Background: an optimization exercise with open tools, aiming at small area. Do not read the settings as production practice. In this exercise RTL edits were held to simulation tests only and were not proved equivalent to the original.

==> job 5972: inputs <==
Design fpu_top, start of the top module:
module fpu_top(
    input clk,
    input [31:0] a,
    input [31:0] b,
    input [1:0] op,
    output [31:0] out
    );
Settings: LEC_CHECK=0, CAP_MARGIN=20, CORE_MARGIN=2, CORE_UTILIZATION=40, SLEW_MARGIN=20, SYNTH_HIERARCHICAL=1, SYNTH_MINIMUM_KEEP_SIZE=0; clock period 7.5 ns.
run.sh (not shown) runs the stock make flow with config.mk's settings and CLKGATE_MAP_FILE= SYNTH_SCRIPT=/design/flow/synth_recipe.tcl, a recipe that flattens the netlist after the stock synthesis.
==> inputs of job 490, as changes to job 5972 <==
- CAP_MARGIN: 20 -> 5
- CORE_UTILIZATION: 40 -> 60
- SLEW_MARGIN: 20 -> 5
==> qor summary <==
|  | job 490 | job 5972 |
|---|---|---|
| Status | finished clean | finished clean |
| Critical Path Source | d_S1[0] | is_add_S1 |
| Area grow syn2layout | 10.9% | 11.2% |
| Worst R2R Start | d_S1[0] | is_add_S1 |
| Row Count | 70 | 86 |
| Instance area at placement | 23900 um2 | 24300 um2 |
| DRT met1 WL | 27.0 mm | 29.7 mm |
| Routing usage on met3 | 8.01% | 5.45% |
| Launch instance of the worst min-delay path | e_S1[3] | r4[26] |
| CP max stage delay | 630 ps | 530 ps |
| Instance count after placement with tap cells included | 2742 | 3031 |
| Footprint of the multi-input gates | 17700 um2 | 17600 um2 |


==> inputs of 04-18 <==
fpu_top, a different RTL version from the one above (not shown whole).
clock: 7.5 ns
lec_check: 0
cap_margin: 20
core_margin: 2
core_utilization: 40
slew_margin: 20
synth_hierarchical: 1
synth_minimum_keep_size: 0
standard.sh (not shown) runs the stock make flow with config.mk's settings and CLKGATE_MAP_FILE= SYNTH_SCRIPT=/design/flow/synth_recipe.tcl, a recipe that flattens the netlist after the stock synthesis.
==> flow/flow/run.sh <==
#!/bin/bash
# Standard ORFS layout; the input and output ports are buffered with the
# smallest buffer (sky130_fd_sc_hd__buf_1) instead of the delay buffer that
# buffer_ports picks by default. make's full output goes to flow.log.
bash standard.sh "BUFFER_PORTS_ARGS=-buffer_cell sky130_fd_sc_hd__buf_1" finish > flow.log 2>&1
==> inputs of 02-03, as changes to 04-18 <==
==> flow/flow/run.sh (replaced) <==
#!/bin/bash
# Standard ORFS layout; the input and output ports are buffered with the
# smallest buffer (sky130_fd_sc_hd__buf_1) instead of the delay buffer that
# buffer_ports picks by default, and after global routing the cells off the
# critical paths are downsized (ORFS's RECOVER_POWER step).
# make's full output goes to flow.log.
bash standard.sh "BUFFER_PORTS_ARGS=-buffer_cell sky130_fd_sc_hd__buf_1" RECOVER_POWER=100 finish > flow.log 2>&1
==> flow_summary.toml <==
[run_status]
status = "finished with violations"
so.violations = "capacitance limit, slew limit"

[detailed_routing]
wl_met2_um = 30000

[sta]
fin_crit_sh_pct = 96.1
fin_crit_ps = 7200
drv_slew = 88

[min_path]
hold_path_startpoint = "r3[14]"

[run]
max_cap_viol_count = 3
The numbers above come from 02-03.

==> flow_summary.toml <==
[run_status]
status = "complete, no violations"

[synthesis]
yosys.area.top_type = "fa_1"

[detailed_routing]
wl_met2_um = 29900

[run]
max_cap_viol_count = 0

[sta]
fin_crit_ps = 7200
drv_slew = 0
fin_crit_sh_pct = 96.0

[min_path]
hold_path_startpoint = "r3[15]"

[critical_path]
cp.arrival_ps = 7540
The numbers above come from 04-18.



==> v24: inputs <==
fpu_top again, from the RTL that the note above started with.
Settings: LEC_CHECK=0, CAP_MARGIN=20, CORE_MARGIN=2, CORE_UTILIZATION=40, SLEW_MARGIN=20, SYNTH_HIERARCHICAL=1, SYNTH_MINIMUM_KEEP_SIZE=0; clock period 7.5 ns.
==> flow/flow/run.sh <==
#!/bin/bash
# Standard ORFS layout with two changes:
#  - synthesis runs flow/synth.tcl: the standard flow's synthesis script, except that the
#    final ABC mapping of the modules outside the multiplier stage uses an
#    area-oriented ABC script (flow/area.abc);
#  - the input and output ports are buffered with sky130_fd_sc_hd__buf_1
#    instead of the delay buffer that buffer_ports picks by default.
# make's full output goes to flow.log (ORFS's per-step logs are in orfs/logs).
bash standard.sh SYNTH_SCRIPT=$PWD/flow/synth.tcl "BUFFER_PORTS_ARGS=-buffer_cell sky130_fd_sc_hd__buf_1" finish > flow.log 2>&1
==> flow/flow/area.abc <==
strash
dch
map -a
topo
stime -c
==> flow/flow/synth.tcl <==
# The standard flow's synthesis script (synth_recipe.tcl), with one change: the final ABC
# mapping of the modules outside the multiplier stage (fpu_compute) uses an
# area-oriented ABC script (area.abc, next to this file) instead of ORFS's
# speed script. Everything else, registers included, is as in synth_recipe.tcl.
proc synth {args} { yosys synth -nofsm -noshare {*}$args }
set my_area_abc [file join [file dirname [file normalize [info script]]] area.abc]
set my_speed_modules {}
set my_area_modules {fpu_compute fpu_top fpu_unpack fpu_normalize fpu_fa fpu_ha}
proc abc {args} {
  set i [lsearch -exact $args -script]
  set area_args [lreplace $args [expr {$i + 1}] [expr {$i + 1}] $::my_area_abc]
  if {[llength $::my_speed_modules]} { yosys abc {*}$args {*}$::my_speed_modules }
  if {[llength $::my_area_modules]} { yosys abc {*}$area_args {*}$::my_area_modules }
}
source $::env(SCRIPTS_DIR)/synth.tcl
# left out here: clear keep_hierarchy, flatten, clean up, hide names made inside functions, write 1_2_yosys.v
==> v32: changes against v24 <==
==> flow/run.sh (new file) <==
#!/bin/bash
# synth_recipe.tcl (not shown) runs the flow's synth.tcl, then flattens the netlist and writes it again
# the make line also repeats each setting of config.mk as NAME=value (left out here)
make -C /OpenROAD-flow-scripts/flow DESIGN_CONFIG=/design/flow/config.mk WORK_HOME=/design/flow/orfs CLKGATE_MAP_FILE= SYNTH_SCRIPT=/design/flow/synth_recipe.tcl finish
--- a/flow/config.mk
+++ b/flow/config.mk
@@ -8,6 +8,7 @@
 export CAP_MARGIN = 20
 export CORE_MARGIN = 2
 export CORE_UTILIZATION = 40
+export CTS_BUF_LIST = sky130_fd_sc_hd__clkbuf_8
 export SLEW_MARGIN = 20
 export SYNTH_HIERARCHICAL = 1
 export SYNTH_MINIMUM_KEEP_SIZE = 0
removed: flow/flow/run.sh
removed: flow/flow/area.abc
removed: flow/flow/synth.tcl
removed: flow/standard.sh
==> summary of the runs <==
Between v24 and v32, the lower sequential share of layout area is in v32 (gap 0.95 points). Cell count: v32 is lower than v24 (1.5%). Between v32 and v24, the lower worst hold slack is in v24 (gap 0.0043 ns). Between v32 and v24, the lower first-iteration DRC count is in v24 (gap about 28%, measured against v24). Of v24 and v32, v24 has the higher worst setup slack (gap 0.13 ns). Between v32 and v24, the lower cell area is in v24 (gap 5.9%, measured against v24). Flip-flop and latch count is the same in v32 and v24. Core utilization: v32 is lower than v24 (1.7 points).

==> re-timing with driven ports <==
In the flow no input, the clock included, has a driving cell. The finished layouts below were timed again as built, in two steps.
Step 1: set_driving_cell puts a clkbuf_16 on clk and a buf_2 on each other input, an assumption about the parent block.
Step 2 adds t to the input delays and takes it off the output delays; t is the mean of the earliest and latest rising clock arrival at the registers after step 1. Input paths then give back, and output paths get back, about the clock's delay inside the block.
Three values: ideal ports, drivers, drivers and shift; two values: the first two.
run	t, ns	slack for setup (ns)	slew at the worst register clock pin (ns)	worst slew at a driven data input, ns	pins driven straight from the clock port
job 5972	0.502	0.228 / 0.228 / 0.228	0.08 / 0.08	0.05	1
job 490	0.491	0.227 / 0.227 / 0.227	0.08 / 0.08	0.07	1
04-18	0.498	0.297 / 0.297 / 0.297	0.09 / 0.09	0.05	1
02-03	0.499	0.296 / 0.296 / 0.296	0.09 / 0.09	0.05	1
v24	0.531	0.508 / 0.508 / 0.508	0.08 / 0.08	0.05	1
v32	0.542	0.377 / 0.377 / 0.377	0.12 / 0.12	0.05	1
